This design comes from an exercise in tuning for small area and a short achievable clock period on the open sky130 flow, not from production work.
At most, simulation tests tie the RTL to the original design; equivalence was not proved.
Only the layout flow was run in run 1; the RTL was not checked for function there.

$ cat design/flow/flow/run.sh
#!/bin/bash
# The standard ORFS layout, with one change: the port buffers are buf_4
# cells instead of the delay buffer that buffer_ports picks by default, which
# puts about half a nanosecond on every path from an input.
set -euo pipefail
export BUFFER_PORTS_ARGS="-buffer_cell sky130_fd_sc_hd__buf_4"
bash standard.sh finish > standard.log 2>&1
$ cat design/flow/standard.sh
#!/bin/bash
# synth_recipe.tcl (not shown) runs the flow's synth.tcl, then flattens the netlist and writes it again
# the make line also repeats each setting of config.mk as NAME=value (left out here)
make -C /OpenROAD-flow-scripts/flow DESIGN_CONFIG=/design/flow/config.mk WORK_HOME=/design/flow/orfs CLKGATE_MAP_FILE= SYNTH_SCRIPT=/design/flow/synth_recipe.tcl "${@:-finish}"
$ cat design/flow/config.mk
export PLATFORM = sky130hd
export DESIGN_NAME = top
export DESIGN_NICKNAME = top
export VERILOG_FILES = /design/flow/design.v
export SDC_FILE = /design/flow/constraint.sdc
export NUM_CORES = 4
export LEC_CHECK = 0
export CAP_MARGIN = 20
export CORE_MARGIN = 2
export CORE_UTILIZATION = 60
export CTS_BUF_LIST = sky130_fd_sc_hd__clkbuf_4
export SLEW_MARGIN = 20
export SYNTH_HIERARCHICAL = 1
$ cat design/flow/constraint.sdc
create_clock -name core_clock -period 10.0 [get_ports {clk}]
set_input_delay 2.0000 -clock core_clock [delete_from_list [all_inputs] [get_ports {clk}]]
set_output_delay 2.0000 -clock core_clock [all_outputs]
set_load 0.01 [all_outputs]
$ cat design/flow/design.v
module fa (input a, input b, input c, output s, output co);
    assign s = a ^ b ^ c;
    assign co = (a & b) | (c & (a ^ b));
endmodule
module ha (input a, input b, output s, output co);
    assign s = a ^ b;
    assign co = a & b;
endmodule
module g_inv (input a, output y);
    assign y = ~a;
endmodule
module g_nand2 (input a, input b, output y);
    assign y = ~(a & b);
endmodule
module g_nor2 (input a, input b, output y);
    assign y = ~(a | b);
endmodule
module g_nand2b (input an, input b, output y);
    assign y = ~(~an & b);
endmodule
module g_nor2b (input a, input bn, output y);
    assign y = ~(a | ~bn);
endmodule
module g_xor2 (input a, input b, output y);
    assign y = a ^ b;
endmodule
module g_xnor2 (input a, input b, output y);
    assign y = ~(a ^ b);
endmodule
module g_a21oi (input a1, input a2, input b1, output y);
    assign y = ~((a1 & a2) | b1);
endmodule
module g_o21ai (input a1, input a2, input b1, output y);
    assign y = ~((a1 | a2) & b1);
endmodule
module early (input [13:0] s, input [12:0] c, output [13:0] pb);
    wire e1s, e1c, e2s, e2c, e3s, e3c, e4s, e4c, e5s, e5c, e6s, e6c;
    wire e7s, e7c, e8s, e8c, e9s, e9c, e10s, e10c, e11s, e11c, e12s, e12c;
    wire e13s, e13c, e14, e15, e16, e17, e18, e19, e20, e21, e22, e23;
    wire e24, e25, e26, e27, e28, e29, e30, e31, e32, e33, e34, e35;
    wire e36, e37, e38, e39, e40, e41, e42, e43, e44, e45, e46, e47;
    wire e48, e49, e50, e51, e52, e53, e54;
    ha i1 (s[0], c[0], e1s, e1c);
    ha i2 (s[1], c[1], e2s, e2c);
    ha i3 (s[2], c[2], e3s, e3c);
    ha i4 (s[4], c[3], e4s, e4c);
    ha i5 (s[5], c[4], e5s, e5c);
    ha i6 (s[6], c[5], e6s, e6c);
    ha i7 (s[7], c[6], e7s, e7c);
    ha i8 (s[8], c[7], e8s, e8c);
    ha i9 (s[9], c[8], e9s, e9c);
    ha i10 (s[10], c[9], e10s, e10c);
    ha i11 (s[11], c[10], e11s, e11c);
    ha i12 (s[12], c[11], e12s, e12c);
    ha i13 (s[13], c[12], e13s, e13c);
    g_a21oi i14 (e2s, e1c, e2c, e14);
    g_nand2 i15 (s[3], e3c, e15);
    g_nand2 i16 (s[3], e3s, e16);
    g_a21oi i17 (e5s, e4c, e5c, e17);
    g_nand2 i18 (e5s, e4s, e18);
    g_a21oi i19 (e7s, e6c, e7c, e19);
    g_nand2 i20 (e7s, e6s, e20);
    g_a21oi i21 (e9s, e8c, e9c, e21);
    g_nand2 i22 (e9s, e8s, e22);
    g_a21oi i23 (e11s, e10c, e11c, e23);
    g_nand2 i24 (e11s, e10s, e24);
    g_a21oi i25 (e13s, e12c, e13c, e25);
    g_nand2 i26 (e13s, e12s, e26);
    g_o21ai i27 (e16, e14, e15, e27);
    g_o21ai i28 (e20, e17, e19, e28);
    g_nor2 i29 (e20, e18, e29);
    g_o21ai i30 (e24, e21, e23, e30);
    g_nor2 i31 (e24, e22, e31);
    g_a21oi i32 (e29, e27, e28, e32);
    g_inv i33 (e31, e33);
    g_inv i34 (e30, e34);
    g_o21ai i35 (e33, e32, e34, e35);
    g_inv i36 (e18, e36);
    g_inv i37 (e17, e37);
    g_a21oi i38 (e36, e27, e37, e38);
    g_o21ai i39 (e22, e32, e21, e39);
    g_inv i40 (e26, e40);
    g_inv i41 (e25, e41);
    g_a21oi i42 (e40, e35, e41, e42);
    g_inv i43 (e3s, e43);
    g_inv i44 (e3c, e44);
    g_o21ai i45 (e43, e14, e44, e45);
    g_a21oi i46 (e4s, e27, e4c, e46);
    g_inv i47 (e6s, e47);
    g_inv i48 (e6c, e48);
    g_o21ai i49 (e47, e38, e48, e49);
    g_inv i50 (e8s, e50);
    g_inv i51 (e8c, e51);
    g_o21ai i52 (e50, e32, e51, e52);
    g_a21oi i53 (e10s, e39, e10c, e53);
    g_a21oi i54 (e12s, e35, e12c, e54);
    g_xor2 i55 (e1s, 1'b0, pb[0]);
    g_xor2 i56 (e2s, e1c, pb[1]);
    g_xnor2 i57 (e3s, e14, pb[2]);
    g_xor2 i58 (s[3], e45, pb[3]);
    g_xor2 i59 (e4s, e27, pb[4]);
    g_xnor2 i60 (e5s, e46, pb[5]);
    g_xnor2 i61 (e6s, e38, pb[6]);
    g_xor2 i62 (e7s, e49, pb[7]);
    g_xnor2 i63 (e8s, e32, pb[8]);
    g_xor2 i64 (e9s, e52, pb[9]);
    g_xor2 i65 (e10s, e39, pb[10]);
    g_xnor2 i66 (e11s, e53, pb[11]);
    g_xor2 i67 (e12s, e35, pb[12]);
    g_xnor2 i68 (e13s, e54, pb[13]);
endmodule
module late (input [13:0] pb, input [6:0] xr, output [13:0] y);
    wire w1, w2, w3, w4, w5, w6, w7, w8, w9, w10, w11, w12;
    wire w13, w14, w15, w16, w17, w18, w19, w20, w21, w22, w23, w24;
    wire w25, w26, w27, w28, w29, w30, w31, w32, w33, w34, w35, w36;
    wire w37, w38, w39, w40, w41, w42, w43, w44, w45, w46, w47, w48;
    wire w49, w50, w51, w52, w53, w54, w55, w56, w57, w58, w59, w60;
    wire w61, w62, w63, w64, w65, w66, w67, w68, w69, w70, w71, w72;
    wire w73, w74, w75, w76, w77, w78, w79, w80, w81, w82, w83, w84;
    wire w85, w86, w87, w88, w89, w90, w91, w92, w93, w94, w95, w96;
    wire w97, w98, w99, w100, w101, w102, w103, w104, w105, w106, w107, w108;
    wire w109, w110, w111, w112, w113, w125, w127, w128, w130, w131, w133;
    g_xor2 i1 (xr[2], xr[0], w1);
    g_xor2 i2 (pb[2], w1, w2);
    g_nand2 i3 (xr[2], xr[0], w3);
    g_nor2 i4 (xr[2], xr[0], w4);
    g_inv i5 (pb[2], w5);
    g_o21ai i6 (w5, w4, w3, w6);
    g_xor2 i7 (xr[3], xr[1], w7);
    g_xor2 i8 (pb[3], w7, w8);
    g_nand2 i9 (xr[3], xr[1], w9);
    g_nor2 i10 (xr[3], xr[1], w10);
    g_inv i11 (pb[3], w11);
    g_o21ai i12 (w11, w10, w9, w12);
    g_xor2 i13 (xr[4], xr[2], w13);
    g_xor2 i14 (pb[4], w13, w14);
    g_nand2 i15 (xr[4], xr[2], w15);
    g_nor2 i16 (xr[4], xr[2], w16);
    g_inv i17 (pb[4], w17);
    g_o21ai i18 (w17, w16, w15, w18);
    g_xor2 i19 (xr[5], xr[3], w19);
    g_xor2 i20 (pb[5], w19, w20);
    g_nand2 i21 (xr[5], xr[3], w21);
    g_nor2 i22 (xr[5], xr[3], w22);
    g_inv i23 (pb[5], w23);
    g_o21ai i24 (w23, w22, w21, w24);
    g_xnor2 i25 (xr[6], xr[4], w25);
    g_xor2 i26 (pb[6], w25, w26);
    g_nand2b i27 (xr[6], xr[4], w27);
    g_nand2b i28 (xr[4], xr[6], w28);
    g_inv i29 (w28, w29);
    g_inv i30 (pb[6], w30);
    g_o21ai i31 (w30, w29, w27, w31);
    g_xor2 i32 (pb[7], xr[5], w32);
    g_xnor2 i33 (pb[8], xr[6], w33);
    g_nand2 i34 (pb[7], xr[5], w34);
    g_nand2b i35 (xr[6], pb[8], w35);
    g_nand2 i36 (pb[0], xr[0], w36);
    g_nor2 i37 (pb[0], xr[0], w37);
    g_xor2 i38 (pb[0], xr[0], w38);
    g_nand2 i39 (pb[1], xr[1], w39);
    g_nor2 i40 (pb[1], xr[1], w40);
    g_xor2 i41 (pb[1], xr[1], w41);
    g_nand2 i42 (w8, w6, w42);
    g_nor2 i43 (w8, w6, w43);
    g_xor2 i44 (w8, w6, w44);
    g_nand2 i45 (w14, w12, w45);
    g_nor2 i46 (w14, w12, w46);
    g_xor2 i47 (w14, w12, w47);
    g_nand2 i48 (w20, w18, w48);
    g_nor2 i49 (w20, w18, w49);
    g_xor2 i50 (w20, w18, w50);
    g_nand2 i51 (w26, w24, w51);
    g_nor2 i52 (w26, w24, w52);
    g_xor2 i53 (w26, w24, w53);
    g_nand2 i54 (w32, w31, w54);
    g_nor2 i55 (w32, w31, w55);
    g_xor2 i56 (w32, w31, w56);
    g_nand2b i57 (w34, w33, w57);
    g_nand2b i58 (w33, w34, w58);
    g_xnor2 i59 (w33, w34, w59);
    g_nand2b i60 (w35, pb[9], w60);
    g_nand2b i61 (pb[9], w35, w61);
    g_xnor2 i62 (pb[9], w35, w62);
    g_o21ai i63 (w40, w36, w39, w63);
    g_nand2b i64 (w39, w2, w64);
    g_nand2b i65 (w40, w2, w65);
    g_nand2b i66 (w43, w2, w66);
    g_o21ai i67 (w46, w42, w45, w67);
    g_nor2 i68 (w46, w43, w68);
    g_o21ai i69 (w49, w45, w48, w69);
    g_nor2 i70 (w49, w46, w70);
    g_o21ai i71 (w52, w48, w51, w71);
    g_nor2 i72 (w52, w49, w72);
    g_o21ai i73 (w55, w51, w54, w73);
    g_nor2 i74 (w55, w52, w74);
    g_inv i75 (w58, w75);
    g_o21ai i76 (w75, w54, w57, w76);
    g_nand2b i77 (w55, w58, w77);
    g_inv i78 (w61, w78);
    g_o21ai i79 (w78, w57, w60, w79);
    g_nand2 i80 (w61, w58, w80);
    g_o21ai i81 (w65, w36, w64, w81);
    g_inv i82 (w63, w82);
    g_o21ai i83 (w66, w82, w42, w83);
    g_inv i84 (w64, w84);
    g_a21oi i85 (w68, w84, w67, w85);
    g_nand2b i86 (w65, w68, w86);
    g_inv i87 (w42, w87);
    g_a21oi i88 (w70, w87, w69, w88);
    g_nand2b i89 (w66, w70, w89);
    g_a21oi i90 (w72, w67, w71, w90);
    g_nand2 i91 (w72, w68, w91);
    g_a21oi i92 (w74, w69, w73, w92);
    g_nand2 i93 (w74, w70, w93);
    g_inv i94 (w77, w94);
    g_a21oi i95 (w94, w71, w76, w95);
    g_nand2b i96 (w77, w72, w96);
    g_inv i97 (w80, w97);
    g_a21oi i98 (w97, w73, w79, w98);
    g_nand2b i99 (w80, w74, w99);
    g_o21ai i100 (w86, w36, w85, w100);
    g_inv i101 (w63, w101);
    g_o21ai i102 (w89, w101, w88, w102);
    g_inv i103 (w81, w103);
    g_o21ai i104 (w91, w103, w90, w104);
    g_inv i105 (w83, w105);
    g_o21ai i106 (w93, w105, w92, w106);
    g_o21ai i107 (w96, w85, w95, w107);
    g_nor2 i108 (w96, w86, w108);
    g_o21ai i109 (w99, w88, w98, w109);
    g_nor2 i110 (w99, w89, w110);
    g_inv i111 (w36, w111);
    g_a21oi i112 (w108, w111, w107, w112);
    g_a21oi i113 (w110, w63, w109, w113);
    g_xor2 i114 (w38, 1'b0, y[0]);
    g_xnor2 i115 (w41, w36, y[1]);
    g_xor2 i116 (w2, w63, y[2]);
    g_xor2 i117 (w44, w81, y[3]);
    g_xor2 i118 (w47, w83, y[4]);
    g_xor2 i119 (w50, w100, y[5]);
    g_xor2 i120 (w53, w102, y[6]);
    g_xor2 i121 (w56, w104, y[7]);
    g_xor2 i122 (w59, w106, y[8]);
    g_xnor2 i123 (w62, w112, y[9]);
    g_xnor2 i124 (pb[10], w113, y[10]);
    g_nand2b i125 (w113, pb[10], w125);
    g_xnor2 i126 (pb[11], w125, y[11]);
    g_nand2 i127 (pb[10], pb[11], w127);
    g_nor2 i128 (w113, w127, w128);
    g_xor2 i129 (pb[12], w128, y[12]);
    g_nand2b i130 (w127, pb[12], w130);
    g_nor2 i131 (w113, w130, w131);
    g_xor2 i132 (pb[13], w131, y[13]);
    g_nand2b i133 (w130, pb[13], w133);
endmodule
module top #(parameter m = 7) (
    input clk,
    input signed [m-1:0] noise_in,
    output reg signed [2*m-1:0] filter_out
);
    reg [6:0] d0, d1, d2, d3, d4, d5, d6, d7;
    reg [13:0] s2;
    reg [12:0] c2;
    reg [13:0] s1;
    reg [12:0] c1;
    wire n1, n2, n3, n4, n5, n6, n7, n8, n9, n10, n11, n12;
    wire n13, n14, n15, n16, n17, n18, n19, n20, n21, n22, n23, n24;
    wire n25, n26, n27, n28, n29, n30, n31, n32, n33, n34, n35, n36;
    wire n37, n38, n39, n40, n41, n42, n43, n44, n45, n46, n47, n48;
    wire n49, n50, n51, n52, n53, n54, n55, n56, n57, n58, n59, n60;
    wire n61, n62, n63, n64, n65, n66, n67, n68, n69, n70, n71, n72;
    wire n73, n74, n75, n76, n77, n78, n79, n80, n81, n82, n83, n84;
    wire n85, n86, n87, n88, n89, n90, n91, n92, n93, n94, n95, n96;
    wire n97, n98, n99, n100, n101, n102, n103, n104, n105, n106, n107, n108;
    wire n109, n110, n111, n112, n113, n114, n115, n116, n117, n118, n119, n120;
    wire n121, n122, n123, n124, n125, n126, n127, n128, n129, n130, n131, n132;
    wire n133, n134, n135, n136, n137, n138, n139, n140, n141, n142, n143, n144;
    wire n145, n146, n147, n148, n149, n150, n151, n152, n153, n154, n155, n156;
    wire n157, n158, n159, n160, n161, n162, n163, n164, n165, n166, n167, n168;
    wire n169, n170, n171, n172, n173, n174, n175, n176, n177, n178, n179, n180;
    wire n181, n182, n183, n184, n185, n186, n187, n188, n189, n190, n191, n192;
    wire n193, n194, n195, n196, n197, n198, n199, n200, n201, n202, n203, n204;
    wire n205, n206, n207, n208, n209, n210, n211, n212, n213, n214, n215, n216;
    wire n217, n218, n219, n220, n221, n222, n223, n224, n225, n226, n227, n228;
    wire n229, n230, n231, n232, n233, n234, n235, n236, n237, n238, n239, n240;
    wire n241, n242, n243, n244, n245, n246, n247, n248, n249, n250, n251, n252;
    wire n253, n254, n255, n256, n257, n258, n259, n260, n261, n262, n263, n264;
    wire n265, n266, n267, n268, n269, n270, n271, n272, n273, n274, n275, n276;
    wire n277, n278, n279, n280, n281, n282, n283, n284, n285, n286;
    fa u1 (d2[0], d2[3], d3[0], n1, n2);
    ha u2 (d3[4], d4[0], n3, n4);
    fa u3 (d2[1], d2[4], d3[1], n5, n6);
    fa u4 (d3[5], d4[1], ~d4[5], n7, n8);
    ha u5 (d5[2], d5[4], n9, n10);
    fa u6 (d2[2], d2[5], d3[2], n11, n12);
    fa u7 (~d3[6], d4[2], d4[6], n13, n14);
    fa u8 (d5[3], d5[5], ~d5[6], n15, n16);
    fa u9 (d2[3], ~d2[6], d3[3], n17, n18);
    ha u10 (d4[3], d5[4], n19, n20);
    ha u11 (d2[0], d3[1], n21, n22);
    fa u12 (d2[1], d3[2], ~d4[2], n23, n24);
    fa u13 (d2[2], d3[3], ~d4[3], n25, n26);
    fa u14 (d5[0], d5[2], d5[3], n27, n28);
    fa u15 (~d4[4], d5[1], d5[3], n29, n30);
    fa u16 (d5[4], d6[1], d7[2], n31, n32);
    ha u17 (d7[4], n3, n33, n34);
    fa u18 (d5[5], d6[2], d7[3], n35, n36);
    fa u19 (d7[5], n4, n9, n37, n38);
    fa u20 (n2, n5, n7, n39, n40);
    fa u21 (d6[3], d7[4], ~d7[6], n41, n42);
    fa u22 (n10, n6, n8, n43, n44);
    fa u23 (n11, n13, n15, n45, n46);
    fa u24 (~d5[6], d6[4], d7[5], n47, n48);
    fa u25 (n19, n12, n14, n49, n50);
    fa u26 (n16, n17, 1'b1, n51, n52);
    fa u27 (d2[4], d3[4], d4[4], n53, n54);
    fa u28 (d5[5], d6[5], ~d7[6], n55, n56);
    ha u29 (n20, n18, n57, n58);
    fa u30 (d2[5], d3[5], d4[5], n59, n60);
    ha u31 (~d5[6], ~d6[6], n61, n62);
    fa u32 (~d4[1], d5[0], d5[1], n63, n64);
    fa u33 (d5[1], d5[2], d7[0], n65, n66);
    ha u34 (d7[2], n22, n67, n68);
    fa u35 (d6[0], d7[1], d7[3], n69, n70);
    fa u36 (n24, n25, n27, n71, n72);
    fa u37 (n26, n28, n1, n73, n74);
    fa u38 (n29, n31, n33, n75, n76);
    fa u39 (n30, n32, n35, n77, n78);
    fa u40 (n34, n37, n39, n79, n80);
    fa u41 (n36, n41, n38, n81, n82);
    fa u42 (n40, n43, n45, n83, n84);
    fa u43 (n42, n47, n44, n85, n86);
    fa u44 (n46, n49, n51, n87, n88);
    fa u45 (n48, n53, n55, n89, n90);
    fa u46 (n57, n50, n52, n91, n92);
    fa u47 (n61, n54, n56, n93, n94);
    fa u48 (n59, n58, 1'b1, n95, n96);
    fa u49 (~d2[6], ~d3[6], ~d4[6], n97, n98);
    fa u50 (n62, n60, 1'b1, n99, n100);
    ha u51 (d3[0], ~d4[0], n101, n102);
    fa u52 (d7[1], n21, n63, n103, n104);
    fa u53 (n64, n23, n65, n105, n106);
    fa u54 (n66, n68, n69, n107, n108);
    fa u55 (n70, n72, n73, n109, n110);
    fa u56 (n74, n77, n76, n111, n112);
    fa u57 (n78, n81, n80, n113, n114);
    fa u58 (n82, n85, n84, n115, n116);
    fa u59 (n89, n86, n88, n117, n118);
    fa u60 (n90, n93, n95, n119, n120);
    fa u61 (n97, n94, n99, n121, n122);
    ha u62 (n98, n100, n123, n124);
    ha u63 (d5[0], d7[0], n125, n126);
    fa u64 (n102, n103, 1'b1, n127, n128);
    fa u65 (n67, n104, n105, n129, n130);
    fa u66 (n106, n71, n107, n131, n132);
    fa u67 (n108, n75, n109, n133, n134);
    fa u68 (n110, n79, n111, n135, n136);
    fa u69 (n112, n83, n113, n137, n138);
    fa u70 (n87, n114, n115, n139, n140);
    fa u71 (n91, n116, n117, n141, n142);
    fa u72 (n92, n119, n118, n143, n144);
    fa u73 (n96, n121, n120, n145, n146);
    fa u74 (n123, n122, 1'b1, n147, n148);
    ha u75 (n124, 1'b1, n149, n150);
    ha u76 (s2[3], c2[3], n151, n152);
    fa u77 (s2[4], c2[4], d0[1], n153, n154);
    fa u78 (d0[3], d0[4], d1[0], n155, n156);
    fa u79 (s2[5], c2[5], d0[2], n157, n158);
    fa u80 (d0[4], d0[5], d1[1], n159, n160);
    ha u81 (~d1[5], d2[1], n161, n162);
    fa u82 (s2[6], c2[6], d0[3], n163, n164);
    fa u83 (d0[5], ~d0[6], d1[2], n165, n166);
    fa u84 (d1[6], d2[2], ~d2[6], n167, n168);
    fa u85 (s2[7], c2[7], d0[4], n169, n170);
    ha u86 (~d0[6], d1[3], n171, n172);
    ha u87 (s2[8], c2[8], n173, n174);
    ha u88 (s2[0], c2[0], n175, n176);
    fa u89 (s2[1], c2[1], d0[0], n177, n178);
    ha u90 (d0[1], ~d1[1], n179, n180);
    fa u91 (s2[2], c2[2], d0[1], n181, n182);
    fa u92 (d0[2], ~d1[2], d2[2], n183, n184);
    fa u93 (d0[0], d0[2], d0[3], n185, n186);
    fa u94 (~d1[3], d2[3], n151, n187, n188);
    fa u95 (~d1[4], d2[0], d2[4], n189, n190);
    fa u96 (n152, n153, n155, n191, n192);
    fa u97 (d2[5], n161, n154, n193, n194);
    fa u98 (n156, n157, n159, n195, n196);
    fa u99 (n162, n158, n160, n197, n198);
    fa u100 (n163, n165, n167, n199, n200);
    fa u101 (d2[3], n171, n164, n201, n202);
    fa u102 (n166, n168, n169, n203, n204);
    fa u103 (d0[5], d1[4], d2[4], n205, n206);
    fa u104 (n172, n173, n170, n207, n208);
    fa u105 (s2[9], c2[9], ~d0[6], n209, n210);
    fa u106 (d1[5], d2[5], n174, n211, n212);
    fa u107 (s2[10], c2[10], ~d1[6], n213, n214);
    ha u108 (d0[0], ~d1[0], n215, n216);
    fa u109 (d2[1], n176, n179, n217, n218);
    fa u110 (n180, n178, n181, n219, n220);
    fa u111 (n182, n184, n185, n221, n222);
    fa u112 (n186, n189, n188, n223, n224);
    fa u113 (n190, n192, n193, n225, n226);
    fa u114 (n194, n196, n197, n227, n228);
    fa u115 (n198, n200, n201, n229, n230);
    fa u116 (n205, n202, n204, n231, n232);
    fa u117 (n206, n209, n211, n233, n234);
    fa u118 (~d2[6], n210, n213, n235, n236);
    ha u119 (s2[11], c2[11], n237, n238);
    ha u120 (d2[0], n175, n239, n240);
    fa u121 (n216, n177, n217, n241, n242);
    fa u122 (n183, n218, n219, n243, n244);
    fa u123 (n187, n220, n221, n245, n246);
    fa u124 (n222, n191, n223, n247, n248);
    fa u125 (n195, n224, n225, n249, n250);
    fa u126 (n199, n226, n227, n251, n252);
    fa u127 (n203, n228, n229, n253, n254);
    fa u128 (n207, n230, n231, n255, n256);
    fa u129 (n208, n233, n232, n257, n258);
    fa u130 (n212, n235, n234, n259, n260);
    fa u131 (n237, n214, n236, n261, n262);
    fa u132 (s2[12], c2[12], n238, n263, n264);
    fa u133 (n244, n245, noise_in[0], n265, n266);
    fa u134 (n246, n247, noise_in[1], n267, n268);
    fa u135 (n248, noise_in[2], n249, n269, n270);
    fa u136 (n250, noise_in[3], n251, n271, n272);
    fa u137 (n252, noise_in[4], n253, n273, n274);
    fa u138 (n254, noise_in[5], n255, n275, n276);
    fa u139 (n257, n256, ~noise_in[6], n277, n278);
    ha u140 (n259, n258, n279, n280);
    ha u141 (n261, n260, n281, n282);
    ha u142 (n263, n262, n283, n284);
    ha u143 (s2[13], n264, n285, n286);
    wire [13:0] pb, y;
    early u_early (s1, c1, pb);
    late u_late (pb, noise_in, y);
    always @(posedge clk) begin
        d0 <= noise_in;
        d1 <= d0;
        d2 <= d1;
        d3 <= d2;
        d4 <= d3;
        d5 <= d4;
        d6 <= d5;
        d7 <= d6;
        s2 <= {n150, n148, n146, n144, n142, n140, n138, n136, n134, n132, n130, n128, n126, n101};
        c2 <= {n149, n147, n145, n143, n141, n139, n137, n135, n133, n131, n129, n127, n125};
        s1 <= {n284, n282, n280, n278, n276, n274, n272, n270, n268, n266, n265, n242, n240, n215};
        c1 <= {n285, n283, n281, n279, n277, n275, n273, n271, n269, n267, n243, n241, n239};
        filter_out <= y;
    end
endmodule
==> results of run 1 <==
==> flip-flops by register name, summed over array words and instances, names as in the netlist <==
name / count
d3: 7
filter_out: 14
d6: 7
c2: 13
d1: 7
d0: 7
d2: 7
d7: 7
d4: 7
s1: 14
c1: 13
d5: 7
s2: 14
==> critical path: stages <==
cell	delay (ns)
buf_4	0.15
xor2_1	0.18
xor2_1	0.27
nand2_1	0.12
o21ai_1	0.29
a21oi_2	0.07
o21ai_1	0.19
a21oi_2	0.10
nand2b_1	0.19
xnor2_1	0.13
==> modules after synthesis (local to each module, per instance), excerpt <==
| module | flip-flops and latches | copies in the design | area (um2) | cells |
|---|---|---|---|---|
| g_nand2 | 0 | 22 | 3.754 | 1 |
| g_o21ai | 0 | 28 | 5.005 | 1 |
| g_nand2b | 0 | 17 | 6.256 | 1 |
| g_nor2 | 0 | 20 | 3.754 | 1 |
| early | 0 | 1 | 3.754 | 1 |
| ha | 0 | 38 | 12.51 | 1 |
==> worst max path at each step <==
stage	start	to	slack [ns]	cells after the start
global route	s1[1]	filter_out[11]	6.50	14
global placement	noise_in[2]	filter_out[11]	6.30	10
detailed placement	noise_in[2]	filter_out[11]	6.25	10
finish	noise_in[2]	filter_out[11]	6.72	10
floorplan	noise_in[2]	filter_out[11]	6.60	9
CTS	s1[1]	filter_out[11]	6.79	14
==> layer usage <==
| metal | part of all wire | GRT usage | vias to the layer above |
|---|---|---|---|
| met3 | 0.031 | 0.06148 | 15 |
| met5 | 0 | 0 | - |
| met2 | 0.54 | 0.3742 | 48 |
| li1 | - | - | 1605 |
| met4 | 0.015 | 0.06868 | 0 |
| met1 | 0.41 | 0.2613 | 1748 |
==> final cells by class <==
class                      instances  area share
multi-input combinational        318      0.5375
sequential                       124      0.3458
clock inverter                    15     0.02754
inverter                          48     0.02510
tap                              140     0.02440
timing repair buffer              21     0.02196
clock buffer                      17     0.01778
==> Yosys cell counts (all sizes together) <==
cell    instances
a21oi          18
conb            3
dfxtp         124
fa            118
ha             38
inv            48
nand2          22
nand2b         17
nor2           20
o21ai          28
xnor2          14
xor2           35
==> through the flow <==
stage	hold slack (ns)	util	cell area (um2)	worst slack [ns]
after CTS	0.3590	0.6711	7179	6.786
after detailed placement	0.3449	0.6407	6854	6.248
after global routing	0.3720	0.6711	7179	6.503
after global placement	0.3376	0.6407	6854	6.304
after floorplan	0.3308	-	6521	6.599
final	0.3588	0.6711	7179	6.722
==> cell families (layout without fill, tap and decap cells) <==
logic type               count (synthesis)  after routing  share of synthesized area
adder cells (fa/ha/maj)                156            156                     0.4364
flip-flops                             124            124                     0.3818
AND/OR/NAND/NOR                         59             59                    0.04060
XOR/XNOR                                49             49                    0.06600
buffers and inverters                   48            101                    0.02771
AO/OA/AOI/OAI                           46             46                    0.04579
other                                    3              8                   0.001732
==> reports/qor.yml, run 1 <==
synthesis:
  syn_area_mm2: 0.006502
  yosysTopAreaCellShare: 0.3818
  syn_inst: 485
  synth_cell_types: 12
  ys_seq_elements: 124
  avgSynthCellArea_um2: 13.41
  yosys_warnings: 7
  ys_seq_area_frac: 0.3818
  synthTopCellsByArea: "dfxtp_1 38%, fa_1 36%, ha_1 7.3%, xor2_1 4.7%, inv_1 2.8%"
  yosys.area.top_type: "dfxtp_1"
sta:
  max_slew_margin: 0.6445
  max_freq_mhz: 305.1
  worst-slew-pin-transition_ns: 0.5297
  finalSetupViolations: 0
  hold_viol_final: 0
  min_period_ns: 3.278
  report.final.slew_viol_count: 0
  rsz0062_at_grt: "no"
  worst_clock_skew_ns: 0.01550
  tns_ns: 0
  post-route-period-util: 0.3278
routing:
  drt_first_iter_violations: 115
  drtAntennaViolNets: 0
  drt_first_pass_iters: 4
  wirelength_mm: 10.64
  dr_total_vias: 3416
  viasPerCell: 5.001
  wire_per_inst_um: 15.58
  drc: 0
critical_path:
  end_kind: "flop"
  crit_type: "input pin to flop"
  path_max_fanout: 8
  reg2reg_from: "s1[1]"
  rrSetupSlack_ns: 6.76
  reg2regPathDepth: 14
  cp.required_ns: 10.42
  r2r-end: "filter_out[11]"
  worstPathArrival_ns: 3.70
  cp-start-kind: "input pin"
layout:
  final_cells: 683
  multi_input_area_mm2: 0.003859
  drive_gt1_frac: 0.1289
  layout_commonest_cell: "dfxtp_1"
  synthToLayoutAreaGrowth_pct: 10.41
  seq_area_mm2: 0.002482
  nets: 694
  antenna_cells: 0
  fill_cells: 819
  final_cell_mix: "124 x dfxtp_1, 118 x fa_1, 48 x inv_1"
clock_network:
  cts-htree-levels: 4
  max-clock-path-buffers: 2
  insertion_delay_ns: 0.53
  cts_sinks: 124
  cts_tree: "yes"
  cts_resized: 0
  clock-root-buffer: "clkbuf_4"
  clkSlewWorstSetupHoldPaths_ns: 0.10
  numCtsBuffers: 17
  postCtsSetupBuffers: 0
  hold_buffers: 0
floorplanning:
  die_y_um: 108.1
  die_x_um: 108.1
  dieArea_mm2: 0.01169
  io_pins: 22
  initial_core_util: 0.6078
  num_rows: 38
  core_area_mm2: 0.01070
placement:
  gp_congestion: 0.8323
  io_buffers: 21
  dp.final_hpwl_mm: 8.835
  dp.cells: 651
worst_hold_path:
  hold_class: "flop to flop"
  holdCritStartpoint: "d2[6]"
  hold_depth: 0
  whs_endpoint: "d3[6]"
run:
  max-cap-violations: 0
run_status:
  outcome: "no timing/DRC/antenna violations"
grt:
  grt_usage: 0.2155
  overflow: 0
  grt_antenna_before_repair: 0
  grt_pass1_wl_mm: 17.97
  grt_pass1_vias: 3747
  grt_max_degree: 17
==> inputs of run 2 (changes only) <==
--- a/design/flow/design.v
+++ b/design/flow/design.v
@@ -121,3 +121,6 @@
     wire w97, w98, w99, w100, w101, w102, w103, w104, w105, w106, w107, w108;
-    wire w109, w110, w111, w112, w113, w125, w127, w128, w130, w131, w133;
+    wire w109, w110, w111, w112, w113, w114, w115, w116, w117, w118, w119, w120;
+    wire w121, w122, w123, w124, w125, w126, w127, w128, w129, w130, w131, w132;
+    wire w133, w134, w135, w136, w137, w138, w139, w140, w141, w142, w143, w144;
+    wire w145, w146, w147, w148;
     g_xor2 i1 (xr[2], xr[0], w1);
@@ -202,55 +205,84 @@
     g_nand2 i80 (w61, w58, w80);
-    g_o21ai i81 (w65, w36, w64, w81);
-    g_inv i82 (w63, w82);
-    g_o21ai i83 (w66, w82, w42, w83);
-    g_inv i84 (w64, w84);
-    g_a21oi i85 (w68, w84, w67, w85);
-    g_nand2b i86 (w65, w68, w86);
-    g_inv i87 (w42, w87);
-    g_a21oi i88 (w70, w87, w69, w88);
-    g_nand2b i89 (w66, w70, w89);
-    g_a21oi i90 (w72, w67, w71, w90);
-    g_nand2 i91 (w72, w68, w91);
-    g_a21oi i92 (w74, w69, w73, w92);
-    g_nand2 i93 (w74, w70, w93);
-    g_inv i94 (w77, w94);
-    g_a21oi i95 (w94, w71, w76, w95);
-    g_nand2b i96 (w77, w72, w96);
-    g_inv i97 (w80, w97);
-    g_a21oi i98 (w97, w73, w79, w98);
-    g_nand2b i99 (w80, w74, w99);
-    g_o21ai i100 (w86, w36, w85, w100);
-    g_inv i101 (w63, w101);
-    g_o21ai i102 (w89, w101, w88, w102);
-    g_inv i103 (w81, w103);
-    g_o21ai i104 (w91, w103, w90, w104);
-    g_inv i105 (w83, w105);
-    g_o21ai i106 (w93, w105, w92, w106);
-    g_o21ai i107 (w96, w85, w95, w107);
-    g_nor2 i108 (w96, w86, w108);
-    g_o21ai i109 (w99, w88, w98, w109);
-    g_nor2 i110 (w99, w89, w110);
-    g_inv i111 (w36, w111);
-    g_a21oi i112 (w108, w111, w107, w112);
-    g_a21oi i113 (w110, w63, w109, w113);
-    g_xor2 i114 (w38, 1'b0, y[0]);
-    g_xnor2 i115 (w41, w36, y[1]);
-    g_xor2 i116 (w2, w63, y[2]);
-    g_xor2 i117 (w44, w81, y[3]);
-    g_xor2 i118 (w47, w83, y[4]);
-    g_xor2 i119 (w50, w100, y[5]);
-    g_xor2 i120 (w53, w102, y[6]);
-    g_xor2 i121 (w56, w104, y[7]);
-    g_xor2 i122 (w59, w106, y[8]);
-    g_xnor2 i123 (w62, w112, y[9]);
-    g_xnor2 i124 (pb[10], w113, y[10]);
-    g_nand2b i125 (w113, pb[10], w125);
-    g_xnor2 i126 (pb[11], w125, y[11]);
-    g_nand2 i127 (pb[10], pb[11], w127);
-    g_nor2 i128 (w113, w127, w128);
-    g_xor2 i129 (pb[12], w128, y[12]);
-    g_nand2b i130 (w127, pb[12], w130);
-    g_nor2 i131 (w113, w130, w131);
-    g_xor2 i132 (pb[13], w131, y[13]);
-    g_nand2b i133 (w130, pb[13], w133);
+    g_nand2b i81 (w60, pb[10], w81);
+    g_nand2 i82 (pb[10], w61, w82);
+    g_nand2 i83 (pb[11], pb[10], w83);
+    g_nand2 i84 (pb[12], pb[11], w84);
+    g_nand2 i85 (pb[13], pb[12], w85);
+    g_o21ai i86 (w65, w36, w64, w86);
+    g_inv i87 (w63, w87);
+    g_o21ai i88 (w66, w87, w42, w88);
+    g_inv i89 (w64, w89);
+    g_a21oi i90 (w68, w89, w67, w90);
+    g_nand2b i91 (w65, w68, w91);
+    g_inv i92 (w42, w92);
+    g_a21oi i93 (w70, w92, w69, w93);
+    g_nand2b i94 (w66, w70, w94);
+    g_a21oi i95 (w72, w67, w71, w95);
+    g_nand2 i96 (w72, w68, w96);
+    g_a21oi i97 (w74, w69, w73, w97);
+    g_nand2 i98 (w74, w70, w98);
+    g_inv i99 (w77, w99);
+    g_a21oi i100 (w99, w71, w76, w100);
+    g_nand2b i101 (w77, w72, w101);
+    g_inv i102 (w80, w102);
+    g_a21oi i103 (w102, w73, w79, w103);
+    g_nand2b i104 (w80, w74, w104);
+    g_inv i105 (w82, w105);
+    g_inv i106 (w81, w106);
+    g_a21oi i107 (w105, w76, w106, w107);
+    g_nor2 i108 (w82, w77, w108);
+    g_nand2b i109 (w83, w79, w109);
+    g_nor2 i110 (w83, w80, w110);
+    g_nor2 i111 (w84, w81, w111);
+    g_nor2 i112 (w84, w82, w112);
+    g_nor2 i113 (w85, w83, w113);
+    g_o21ai i114 (w91, w36, w90, w114);
+    g_inv i115 (w63, w115);
+    g_o21ai i116 (w94, w115, w93, w116);
+    g_inv i117 (w86, w117);
+    g_o21ai i118 (w96, w117, w95, w118);
+    g_inv i119 (w88, w119);
+    g_o21ai i120 (w98, w119, w97, w120);
+    g_o21ai i121 (w101, w90, w100, w121);
+    g_nor2 i122 (w101, w91, w122);
+    g_o21ai i123 (w104, w93, w103, w123);
+    g_nor2 i124 (w104, w94, w124);
+    g_inv i125 (w108, w125);
+    g_o21ai i126 (w125, w95, w107, w126);
+    g_nand2b i127 (w96, w108, w127);
+    g_inv i128 (w110, w128);
+    g_o21ai i129 (w128, w97, w109, w129);
+    g_nand2b i130 (w98, w110, w130);
+    g_inv i131 (w112, w131);
+    g_inv i132 (w111, w132);
+    g_o21ai i133 (w131, w100, w132, w133);
+    g_nand2b i134 (w101, w112, w134);
+    g_nand2b i135 (w103, w113, w135);
+    g_nand2b i136 (w104, w113, w136);
+    g_inv i137 (w36, w137);
+    g_a21oi i138 (w122, w137, w121, w138);
+    g_a21oi i139 (w124, w63, w123, w139);
+    g_inv i140 (w127, w140);
+    g_a21oi i141 (w140, w86, w126, w141);
+    g_inv i142 (w130, w142);
+    g_a21oi i143 (w142, w88, w129, w143);
+    g_inv i144 (w134, w144);
+    g_a21oi i145 (w144, w114, w133, w145);
+    g_inv i146 (w136, w146);
+    g_inv i147 (w135, w147);
+    g_a21oi i148 (w146, w116, w147, w148);
+    g_xor2 i149 (w38, 1'b0, y[0]);
+    g_xnor2 i150 (w41, w36, y[1]);
+    g_xor2 i151 (w2, w63, y[2]);
+    g_xor2 i152 (w44, w86, y[3]);
+    g_xor2 i153 (w47, w88, y[4]);
+    g_xor2 i154 (w50, w114, y[5]);
+    g_xor2 i155 (w53, w116, y[6]);
+    g_xor2 i156 (w56, w118, y[7]);
+    g_xor2 i157 (w59, w120, y[8]);
+    g_xnor2 i158 (w62, w138, y[9]);
+    g_xnor2 i159 (pb[10], w139, y[10]);
+    g_xnor2 i160 (pb[11], w141, y[11]);
+    g_xnor2 i161 (pb[12], w143, y[12]);
+    g_xnor2 i162 (pb[13], w145, y[13]);
 endmodule
--- a/design/flow/flow/run.sh
+++ b/design/flow/flow/run.sh
@@ -6,2 +6,4 @@
 export BUFFER_PORTS_ARGS="-buffer_cell sky130_fd_sc_hd__buf_4"
+export SETUP_SLACK_MARGIN=6.9
+export SETUP_MOVE_SEQUENCE=sizeup,swap
 bash standard.sh finish > standard.log 2>&1
==> run 2 against run 1 <==
Effect of this change: critical path depth decreased by 1; hold slack lost 0.00078 ns; non-clock buffer count unchanged; flip-flop and latch count stayed put; first-iteration DRC count rose by 46%; design area rose by 2.9%; maximum frequency is 7.6% higher; routed wire length grew 3.6%.
==> reports/qor.yml, run 2 <==
run_status:
  outcome: "no timing/DRC/antenna violations"
synthesis:
  synthTopCellsByArea: "dfxtp_1 37%, fa_1 36%, ha_1 7.2%, xor2_1 4.4%, inv_1 3.2%"
  ys_seq_area_frac: 0.3750  # -0.006782
  yosys-top-cells-count: "124 x dfxtp_1, 118 x fa_1, 57 x inv_1, 38 x ha_1, 33 x xor2_1"
  syn_inst: 508  # +4.7%
  syn_area_mm2: 0.006620  # +1.8%
  yosys.area.top_type: "dfxtp_1"
  synth-main-ff-cell: "dfxtp_1"
  synth_cell_types: 12  # unchanged
  async_reset_ff_frac: 0  # unchanged
  ys_seq_elements: 124  # unchanged
  avgSynthCellArea_um2: 13.03  # -2.8%
  yosys_warnings: 7  # unchanged
  yosysMostFrequentCell: "dfxtp_1"
  synth_edf_count: 0  # unchanged
  yosysTopAreaCellShare: 0.3750  # -0.006782
clock_network:
  clock-root-buffer: "clkbuf_4"
  cts-htree-levels: 4  # unchanged
  max-clock-path-buffers: 2  # unchanged
  cts_sinks: 124  # unchanged
  clkSlewWorstSetupHoldPaths_ns: 0.12  # +0.02 ns
  postCtsSetupBuffers: 0  # unchanged
  numCtsBuffers: 17  # unchanged
  insertion_delay_ns: 0.54  # about the same
  hold_buffers: 0  # unchanged
  cts_tree: "yes"
grt:
  grt_max_degree: 17  # unchanged
  grt_usage: 0.2219  # +0.006391
  grt_pass1_wl_mm: 18.84  # +4.8%
  grt_antenna_before_repair: 0  # unchanged
  global_route.usage.met2: 0.3749  # +0.0006752
  overflow: 0  # unchanged
  top_usage_layer: "met2"
  grt_pass1_vias: 3905  # +4.2%
  grt_use_met1: 0.2776  # +0.01633
  use_met3: 0.05499  # -0.006492
routing:
  dr_total_vias: 3469  # +1.6%
  wirelength_mm: 11.02  # +3.6%
  drt_first_pass_iters: 4  # unchanged
  viasPerCell: 4.914  # -1.8%
  drt_first_iter_violations: 168  # +46%
  wire_per_inst_um: 15.61  # +0.18%
  drtAntennaViolNets: 0  # unchanged
  drc: 0  # unchanged
layout:
  antenna_cells: 0  # unchanged
  nets: 717  # +3.3%
  synthToLayoutAreaGrowth_pct: 11.64
  fill_cells: 809  # -1.2%
  final_cell_mix: "120 x dfxtp_1, 118 x fa_1, 56 x inv_1"
  reg.largest.list: "filter_out (14), s1 (14), s2 (14)"
  design_area_mm2: 0.007391  # +2.9%
  layout_commonest_cell: "dfxtp_1"
  final_cells: 706  # +3.4%
  drive_gt1_frac: 0.1767  # +0.04777
critical_path:
  path_max_fanout: 8  # unchanged
  worst_path_most_repeated_cell: "xor2_1"
  cp.required_ns: 10.48  # +0.06 ns
  worstPathArrival_ns: 3.53  # -0.17 ns
  crit_type: "input pin to flop"
  cp_cell_sequence: "buf_4 > xor2_1 > xor2_1 > nor2_1 > nand2b_4 > o21ai_4 > inv_1 > o21ai_1 > xor2_1"
  rrSetupSlack_ns: 7.00  # +0.24 ns
  critPathMaxStageDelay_ns: 0.29  # about the same
  reg2regPathDepth: 5  # -9
  cp-start-kind: "input pin"
  r2r-end: "c2[8]"
  end_kind: "flop"
  reg2reg_from: "d2[3]"
  slowest_stage: "xor2_1"
floorplanning:
  io_pins: 22  # unchanged
  dieArea_mm2: 0.01189  # +1.7%
  initial_core_util: 0.6134  # +0.005542
  die_x_um: 109.0  # +0.86%
  die_y_um: 109.0  # +0.86%
  num_rows: 38  # unchanged
  core_area_mm2: 0.01079  # +0.89%
sta:
  tns_ns: 0  # unchanged
  hold_viol_final: 0  # unchanged
  worst_clock_skew_ns: 0.02045  # +0.004941 ns
  rsz0062_at_grt: "no"
  finalSetupViolations: 0  # unchanged
  max_freq_mhz: 328.3  # +7.6%
  post-route-period-util: 0.3046  # -0.02322
  report.final.slew_viol_count: 0  # unchanged
  min_period_ns: 3.046  # -0.2322 ns
worst_hold_path:
  hold_depth: 0  # unchanged
  hold_class: "flop to flop"
  holdCritStartpoint: "d5[6]"
  whs_endpoint: "d6[6]"
placement:
  dp.cells: 674  # +3.5%
  gp_congestion: 0.8426  # +1.2%
  placed_cell_area_mm2: 0.007041  # +2.7%
  dp.final_hpwl_mm: 9.120  # +3.2%
  io_buffers: 21  # unchanged
run:
  max-cap-violations: 0  # unchanged
run 2: cell type report:
class | count | area [um2] | area share
clock inverters | 13 | 148.9 | 0.02015
well taps | 140 | 175.2 | 0.02370
repair buffers | 21 | 161.4 | 0.02184
multi-input cells | 332 | 4061 | 0.5495
clock buffers | 19 | 142.6 | 0.01930
inverters | 57 | 214.0 | 0.02895
flip-flops and latches | 124 | 2487 | 0.3366
run 2: worst max-delay path, delay by kind of cell:
family,cells,cell delay (ns)
buffers and inverters,2,0.21
AOI/OAI and AO/OA,2,0.36
xor gates and xnor gates,3,0.62
and+or+nand+nor,2,0.33
run 2: kinds of logic (layout without fill, tap and decap cells):
family / count (synthesis) / count (layout) / share of synthesized area
fa+ha+maj: 156 / 156 / 0.4287
flops: 124 / 124 / 0.3750
simple gates: 66 / 66 / 0.04498
buf+inv: 57 / 110 / 0.03232
compound gates: 53 / 53 / 0.05254
xor+xnor: 49 / 49 / 0.06483
other cells: 3 / 8 / 0.001701
run 2: timing repair:
action,CTS,global route
resized for setup,0,15
setup endpoints to repair,0,9
endpoints found under the hold margin,0,0
run 2: how the worst max path moves through the flow:
stage                startpoint        endpoint  slack (ns)
floorplan           noise_in[4]  filter_out[13]        6.76
CTS                       d2[5]           c2[8]        6.92
global placement    noise_in[4]  filter_out[13]        6.41
finish              noise_in[3]   filter_out[8]        6.95
detailed placement  noise_in[3]   filter_out[8]        6.36
global route        noise_in[3]  filter_out[10]        6.90
run 2: per-stage QoR:
stage / setup slack (ns) / util / hold slack [ns]
after global routing: 6.896 / 0.6848 / 0.3672
after detailed placement: 6.361 / 0.6523 / 0.3353
after floorplan: 6.763 / - / 0.3308
after CTS: 6.921 / 0.6793 / 0.3613
after global placement: 6.405 / 0.6523 / 0.3392
final: 6.954 / 0.6848 / 0.3581
run 2: per-layer routing:
layer | vias up | part of all wire | routed length [um]
met1 | 1751 | 0.43 | 4693
met3 | 14 | 0.028 | 313
met4 | 0 | 0.013 | 140
met2 | 44 | 0.53 | 5874
li1 | 1660 | - | -
met5 | - | 0 | 0
run 2: Yosys stat by module (local to each module, per instance):
module / cell area, um2 / cells inside / copies in the design
top: 2565 / 146 / 1
fa: 20.02 / 1 / 118
ha: 12.51 / 1 / 38
g_a21oi: 8.758 / 1 / 22
g_xnor2: 8.758 / 1 / 16
g_xor2: 8.758 / 1 / 33
g_nand2b: 6.256 / 1 / 20
g_o21ai: 5.005 / 1 / 31
early: 3.754 / 1 / 1
g_inv: 3.754 / 1 / 36
g_nand2: 3.754 / 1 / 24
g_nor2: 3.754 / 1 / 22
late: 3.754 / 1 / 1
==> inputs of run 3 (changes only) <==
--- a/design/flow/flow/run.sh
+++ b/design/flow/flow/run.sh
@@ -6,3 +6,3 @@
 export BUFFER_PORTS_ARGS="-buffer_cell sky130_fd_sc_hd__buf_4"
-export SETUP_SLACK_MARGIN=6.9
+export SETUP_SLACK_MARGIN=7.1
 export SETUP_MOVE_SEQUENCE=sizeup,swap
==> run 3 against run 2 <==
Effect of this change: die area unchanged; register-to-register slack improved by 0.15 ns; critical path depth is the same; synthesized cell count unchanged.
==> reports/qor.yml, run 3 <==
synthesis:
  avgSynthCellArea_um2: 13.03  # unchanged
  syn_area_mm2: 0.006620  # unchanged
  synthTopCellsByArea: "dfxtp_1 37%, fa_1 36%, ha_1 7.2%, xor2_1 4.4%, inv_1 3.2%"
  synth-main-ff-cell: "dfxtp_1"
  syn_inst: 508  # unchanged
  ys_seq_area_frac: 0.3750  # unchanged
  yosysTopAreaCellShare: 0.3750  # unchanged
  synth_edf_count: 0  # unchanged
  yosys-top-cells-count: "124 x dfxtp_1, 118 x fa_1, 57 x inv_1, 38 x ha_1, 33 x xor2_1"
  synth_cell_types: 12  # unchanged
  async_reset_ff_frac: 0  # unchanged
  ys_seq_elements: 124  # unchanged
  yosysMostFrequentCell: "dfxtp_1"
  yosys_warnings: 7  # unchanged
  yosys.area.top_type: "dfxtp_1"
critical_path:
  end_kind: "flop"
  crit_type: "input pin to flop"
  path_max_fanout: 8  # unchanged
  cp.required_ns: 10.46  # -0.02 ns
  cp-start-kind: "input pin"
  worstPathArrival_ns: 3.46  # -0.07 ns
  reg2regPathDepth: 5  # unchanged
sta:
  worst_clock_skew_ns: 0.01464  # -0.005808 ns
  rsz0062_at_grt: "yes"
  min_period_ns: 3.006  # -0.03935 ns
  hold_viol_final: 0  # unchanged
  max_slew_margin: 0.6570
  post-route-period-util: 0.3006  # -0.003935
  worst-slew-pin-transition_ns: 0.5109
  finalSetupViolations: 0  # unchanged
  tns_ns: 0  # unchanged
  max_freq_mhz: 332.6  # +1.3%
  report.final.slew_viol_count: 0  # unchanged
  fin_hold_ws_ns: 0.3629  # +0.004864 ns
routing:
  drt_first_pass_iters: 4  # unchanged
  viasPerCell: 5.075  # +3.3%
  wirelength_mm: 11.62  # +5.4%
  dr_total_vias: 3583  # +3.3%
  drtAntennaViolNets: 0  # unchanged
  drc: 0  # unchanged
  drt_first_iter_violations: 122  # -27%
  wire_per_inst_um: 16.46  # +5.4%
floorplanning:
  die_y_um: 109.0  # unchanged
  core_area_mm2: 0.01079  # unchanged
  io_pins: 22  # unchanged
  dieArea_mm2: 0.01189  # unchanged
  die_x_um: 109.0  # unchanged
  num_rows: 38  # unchanged
  initial_core_util: 0.6134  # unchanged
clock_network:
  cts-htree-levels: 4  # unchanged
  numCtsBuffers: 17  # unchanged
  cts_tree: "yes"
  cts_sinks: 124  # unchanged
  max-clock-path-buffers: 2  # unchanged
  clock-root-buffer: "clkbuf_4"
  postCtsSetupBuffers: 0  # unchanged
  insertion_delay_ns: 0.53  # about the same
  clkSlewWorstSetupHoldPaths_ns: 0.09  # -0.03 ns
worst_hold_path:
  hold_class: "flop to flop"
  hold_depth: 0  # unchanged
layout:
  antenna_cells: 0  # unchanged
  nets: 717  # unchanged
  finish.utilization: 0.7351  # +0.05031
  fill_cells: 722  # -11%
  synthToLayoutAreaGrowth_pct: 19.85
  layout_commonest_cell: "fa_1"
  final_cell_mix: "113 x fa_1, 94 x dfxtp_1, 53 x inv_1"
  drive_gt1_frac: 0.2951  # +0.1184
  reg.largest.list: "filter_out (14), s1 (14), s2 (14)"
placement:
  gp_congestion: 0.8674  # +2.9%
  io_buffers: 21  # unchanged
  dp.final_hpwl_mm: 9.330  # +2.3%
grt:
  grt_pass1_vias: 3988  # +2.1%
  overflow: 0  # unchanged
  grt_pass1_wl_mm: 18.90  # +0.33%
  grt_antenna_before_repair: 0  # unchanged
  grt_usage: 0.2236  # +0.001746
  grt_max_degree: 17  # unchanged
run_status:
  outcome: "no timing/DRC/antenna violations"
run:
  max-cap-violations: 0  # unchanged
run 3: Yosys stat by module, one instance, submodules excluded, excerpt:
module / times used / flip-flops and latches / cells / cell area (um2)
late: 1 / 0 / 1 / 3.754
ha: 38 / 0 / 1 / 12.51
g_nand2b: 20 / 0 / 1 / 6.256
g_o21ai: 31 / 0 / 1 / 5.005
g_a21oi: 22 / 0 / 1 / 8.758
g_nor2: 22 / 0 / 1 / 3.754
run 3: path summary, 6_finish.rpt:
check / start / end / slack (ns)
worst max-delay path: noise_in[4] / filter_out[13] / 6.99
worst min-delay path: d6[6] / d7[6] / 0.36
worst max register to register: d2[1] / c2[6] / 7.15
worst min register to register: d6[6] / d7[6] / 0.36
run 3: cells by family (layout without fill, tap and decap cells):
| family | count (synthesis) | count (layout) | share of synthesized area |
|---|---|---|---|
| AOI/OAI and AO/OA | 53 | 53 | 0.05254 |
| xor gates and xnor gates | 49 | 49 | 0.06483 |
| adders and majority gates | 156 | 156 | 0.4287 |
| buffers and inverters | 57 | 110 | 0.03232 |
| DFF | 124 | 124 | 0.3750 |
| other | 3 | 8 | 0.001701 |
| and+or+nand+nor | 66 | 66 | 0.04498 |
run 3: timing repair:
| action | 4_1_cts | 5_1_grt |
|---|---|---|
| hold buffers | 0 | 0 |
| pin swaps | 17 | 29 |
| endpoints found under the hold margin | 0 | 0 |
| setup endpoints to repair | 38 | 29 |
| gates cloned | 0 | 0 |
| gates resized for setup | 53 | 84 |
run 3: cell type report:
type,count,area [um2],area share
Multi-Input combinational cell,332,4413,0.5562
Clock inverter,8,141.4,0.01782
Sequential cell,124,2535,0.3195
Timing Repair Buffer,21,272.8,0.03438
Clock buffer,24,180.2,0.02271
Inverter,57,216.5,0.02728
Tap cell,140,175.2,0.02208
run 3: critical path, stage by stage:
cell	delay (ns)
buf_12	0.13
xor2_4	0.19
xor2_4	0.21
nor2_4	0.22
nor2_4	0.08
a21oi_2	0.22
o21ai_2	0.12
a21oi_2	0.16
xnor2_1	0.12
run 3: routing by layer:
layer  routed length [um]  GRT usage  vias up
met5                    0          0        -
met4                  213    0.08059        0
met3                  382    0.05738       24
met2                 6325     0.3882       53
met1                 4699     0.2699     1852
li1                     -          -     1654
run 3: stage by stage:
stage	setup WS, ns	instances	cell area (um2)
floorplan	6.763	513	6708
CTS	6.966	706	7542
finish	6.994	706	7934
detailed placement	6.397	674	7041
global placement	6.422	674	7041
global route	6.947	706	7934
==> inputs of run 4 (changes only) <==
--- a/design/flow/flow/run.sh
+++ b/design/flow/flow/run.sh
@@ -6,4 +6,2 @@
 export BUFFER_PORTS_ARGS="-buffer_cell sky130_fd_sc_hd__buf_4"
-export SETUP_SLACK_MARGIN=7.1
-export SETUP_MOVE_SEQUENCE=sizeup,swap
 bash standard.sh finish > standard.log 2>&1
==> run 4 against run 3 <==
Effect of this change: critical path depth stayed put; core utilization is 6.4 points lower; sequential share of layout area is 2.3 points higher; via count is 4.1% lower; still clean; register-to-register slack worse by 0.19 ns; routed wire length is 6.1% lower; critical path type unchanged; maximum frequency is 5.2% lower.
==> reports/qor.yml, run 4 <==
synthesis:
  ys_seq_elements: 124  # unchanged
  synth_cell_types: 12  # unchanged
  synth_fa_ha_area_frac: 0.4287  # unchanged
  synth_compound_area_frac: 0.05254  # unchanged
  synth-xor-area-share: 0.06483  # unchanged
  avgSynthCellArea_um2: 13.03  # unchanged
  synthTopCellsByArea: "dfxtp_1 37%, fa_1 36%, ha_1 7.2%, xor2_1 4.4%, inv_1 3.2%"
  yosys.area.top_type: "dfxtp_1"
  syn_inst: 508  # unchanged
  yosys-top-cells-count: "124 x dfxtp_1, 118 x fa_1, 57 x inv_1, 38 x ha_1, 33 x xor2_1"
  syn_area_mm2: 0.006620  # unchanged
  synth-main-ff-cell: "dfxtp_1"
  synth_top_family_by_area: "adder cells"
  yosys_warnings: 7  # unchanged
  ys_seq_area_frac: 0.3750  # unchanged
  synth_edf_count: 0  # unchanged
  yosysTopAreaCellShare: 0.3750  # unchanged
  async_reset_ff_frac: 0  # unchanged
  yosysMostFrequentCell: "dfxtp_1"
  yosys.area_share.simple: 0.04498  # unchanged
  synthMuxAreaShare: 0  # unchanged
grt:
  grt_pass1_vias: 3888  # -2.5%
  grt_antenna_before_repair: 0  # unchanged
  grt_pass1_wl_mm: 18.46  # -2.3%
  grt_usage: 0.2169  # -0.006761
  overflow: 0  # unchanged
  grt_max_degree: 17  # unchanged
layout:
  synthToLayoutAreaGrowth_pct: 9.488
  layout_commonest_cell: "dfxtp_1"
  final_cells: 706  # unchanged
  nets: 717  # unchanged
  reg.largest.list: "filter_out (14), s1 (14), s2 (14)"
  design_area_mm2: 0.007248  # -8.6%
  final_cell_mix: "124 x dfxtp_1, 118 x fa_1, 57 x inv_1"
  antenna_cells: 0  # unchanged
  drive_gt1_frac: 0.1307  # -0.1643
sta:
  report.final.slew_viol_count: 0  # unchanged
  min_period_ns: 3.170  # +0.1638 ns
  finalSetupViolations: 0  # unchanged
  worst_clock_skew_ns: 0.009675  # -0.004963 ns
  hold_viol_final: 0  # unchanged
  fin_hold_ws_ns: 0.3584  # -0.004490 ns
  post-route-period-util: 0.3170  # +0.01638
  tns_ns: 0  # unchanged
  rsz0062_at_grt: "no"
  max_freq_mhz: 315.5  # -5.2%
placement:
  dp.final_hpwl_mm: 9.006  # -3.5%
  gp_congestion: 0.8248  # -4.9%
  io_buffers: 21  # unchanged
  dp.cells: 674  # unchanged
  placed_cell_area_mm2: 0.006972  # -0.98%
floorplanning:
  dieArea_mm2: 0.01189  # unchanged
  core_area_mm2: 0.01079  # unchanged
  num_rows: 38  # unchanged
  initial_core_util: 0.6134  # unchanged
  io_pins: 22  # unchanged
  die_x_um: 109.0  # unchanged
  die_y_um: 109.0  # unchanged
run_status:
  outcome: "no timing/DRC/antenna violations"
worst_hold_path:
  hold_class: "flop to flop"
routing:
  drtAntennaViolNets: 0  # unchanged
  wirelength_mm: 10.92  # -6.1%
  drc: 0  # unchanged
  drt_first_iter_violations: 149  # +22%
  wire_per_inst_um: 15.46  # -6.1%
  dr_total_vias: 3436  # -4.1%
  viasPerCell: 4.867  # -4.1%
  drt_first_pass_iters: 4  # unchanged
critical_path:
  cp-start-kind: "input pin"
  end_kind: "flop"
  cp.required_ns: 10.42  # -0.04 ns
  crit_type: "input pin to flop"
  path_max_fanout: 8  # unchanged
  worstPathArrival_ns: 3.59  # +0.13 ns
clock_network:
  cts_sinks: 124  # unchanged
  postCtsSetupBuffers: 0  # unchanged
  cts-htree-levels: 4  # unchanged
  clkSlewWorstSetupHoldPaths_ns: 0.11  # +0.02 ns
  numCtsBuffers: 17  # unchanged
  cts_tree: "yes"
  max-clock-path-buffers: 2  # unchanged
  cts_resized: 0  # -100%
  clock-root-buffer: "clkbuf_4"
  insertion_delay_ns: 0.53  # about the same
  hold_buffers: 0  # unchanged
run:
  max-cap-violations: 0  # unchanged
==> run 4: cell counts after synthesis <==
Identical to the previous run, type by type.
==> run 4: worst paths after layout <==
| path | from | end | slack, ns | cells after the start |
|---|---|---|---|---|
| setup / recovery | noise_in[4] | filter_out[13] | 6.83 | 9 |
| hold reg to reg | d0[6] | d1[6] | 0.36 | 0 |
| hold / removal | d0[6] | d1[6] | 0.36 | 0 |
| setup reg to reg | s1[1] | filter_out[13] | 6.96 | 14 |
==> run 4: per-stage QoR <==
step	util	worst slack, ns
3_3_place_gp	0.6460	6.397
6_report	0.6716	6.830
5_1_grt	0.6716	6.698
3_5_place_dp	0.6460	6.360
2_1_floorplan	-	6.722
4_1_cts	0.6716	6.906
==> run 4: Yosys stat by module, one instance, submodules excluded <==
module,cells inside,copies in the design
top,146,1
early,1,1
g_nand2b,1,20
g_nor2,1,22
g_o21ai,1,31
g_a21oi,1,22
g_xnor2,1,16
late,1,1
g_inv,1,36
fa,1,118
ha,1,38
g_xor2,1,33
g_nand2,1,24
==> run 4: metal layers <==
layer  vias up  share of wire  GRT usage
li1       1671              -          -
met1      1712           0.43     0.2554
met2        43           0.53     0.3824
met3        10          0.031    0.06336
met4         0          0.011    0.06777
met5         -              0          0
==> run 4: cells by family (layout without fill, tap and decap cells) <==
logic type / after synthesis / after routing
adder cells (fa/ha/maj): 156 / 156
flip-flops: 124 / 124
AND/OR/NAND/NOR: 66 / 66
buffers and inverters: 57 / 110
AO/OA/AOI/OAI: 53 / 53
XOR/XNOR: 49 / 49
other: 3 / 8
==> run 4: critical path, cell delays in order <==
cell	delay [ns]
buf_4	0.14
xor2_1	0.18
xor2_1	0.28
nor2_1	0.12
nor2_1	0.24
nand2b_1	0.14
o21ai_1	0.26
a21oi_2	0.10
xnor2_1	0.13
==> run 4: layout make-up <==
cell class,instances,area (um2)
Multi-Input combinational cell,332,3943
Fill cell,811,3545
Sequential cell,124,2482
Inverter,57,214.0
Tap cell,140,175.2
Timing Repair Buffer,21,157.7
Clock inverter,15,148.9
Clock buffer,17,127.6

afterwards: timing with drivers on the ports:
The results above use ideal ports. As a check the final layouts listed here were re-extracted and re-timed, cells and wires unchanged. Step 1 assumes that a clkbuf_16 drives the clock port and a buf_2 every other input. Step 2, shift: input delay + t, output delay - t, t = (earliest + latest rising clock arrival at the registers) / 2. This alone moves slack from input paths to output paths. Three values: no drivers, after step 1, after step 2; two values: the first two.
run | shift t [ns] | setup WS [ns] | hold slack, ns | latest minus earliest clock arrival (ns) | cell pins on the clock port's net
run 1 | 0.556 | 6.722 / 6.729 / 6.173 | 0.359 / 0.359 / 0.359 | 0.015 / 0.016 | 1
run 2 | 0.561 | 6.954 / 6.957 / 6.396 | 0.358 / 0.358 / 0.358 | 0.021 / 0.020 | 1
run 3 | 0.555 | 6.994 / 6.977 / 6.421 | 0.363 / 0.363 / 0.363 | 0.015 / 0.015 | 1
run 4 | 0.558 | 6.830 / 6.837 / 6.279 | 0.358 / 0.358 / 0.358 | 0.009 / 0.010 | 1
After both steps setup and hold are still met in every run listed. The setup slack of run 3, which loses most, moves by -0.017 ns with the drivers and by -0.573 ns with both steps.
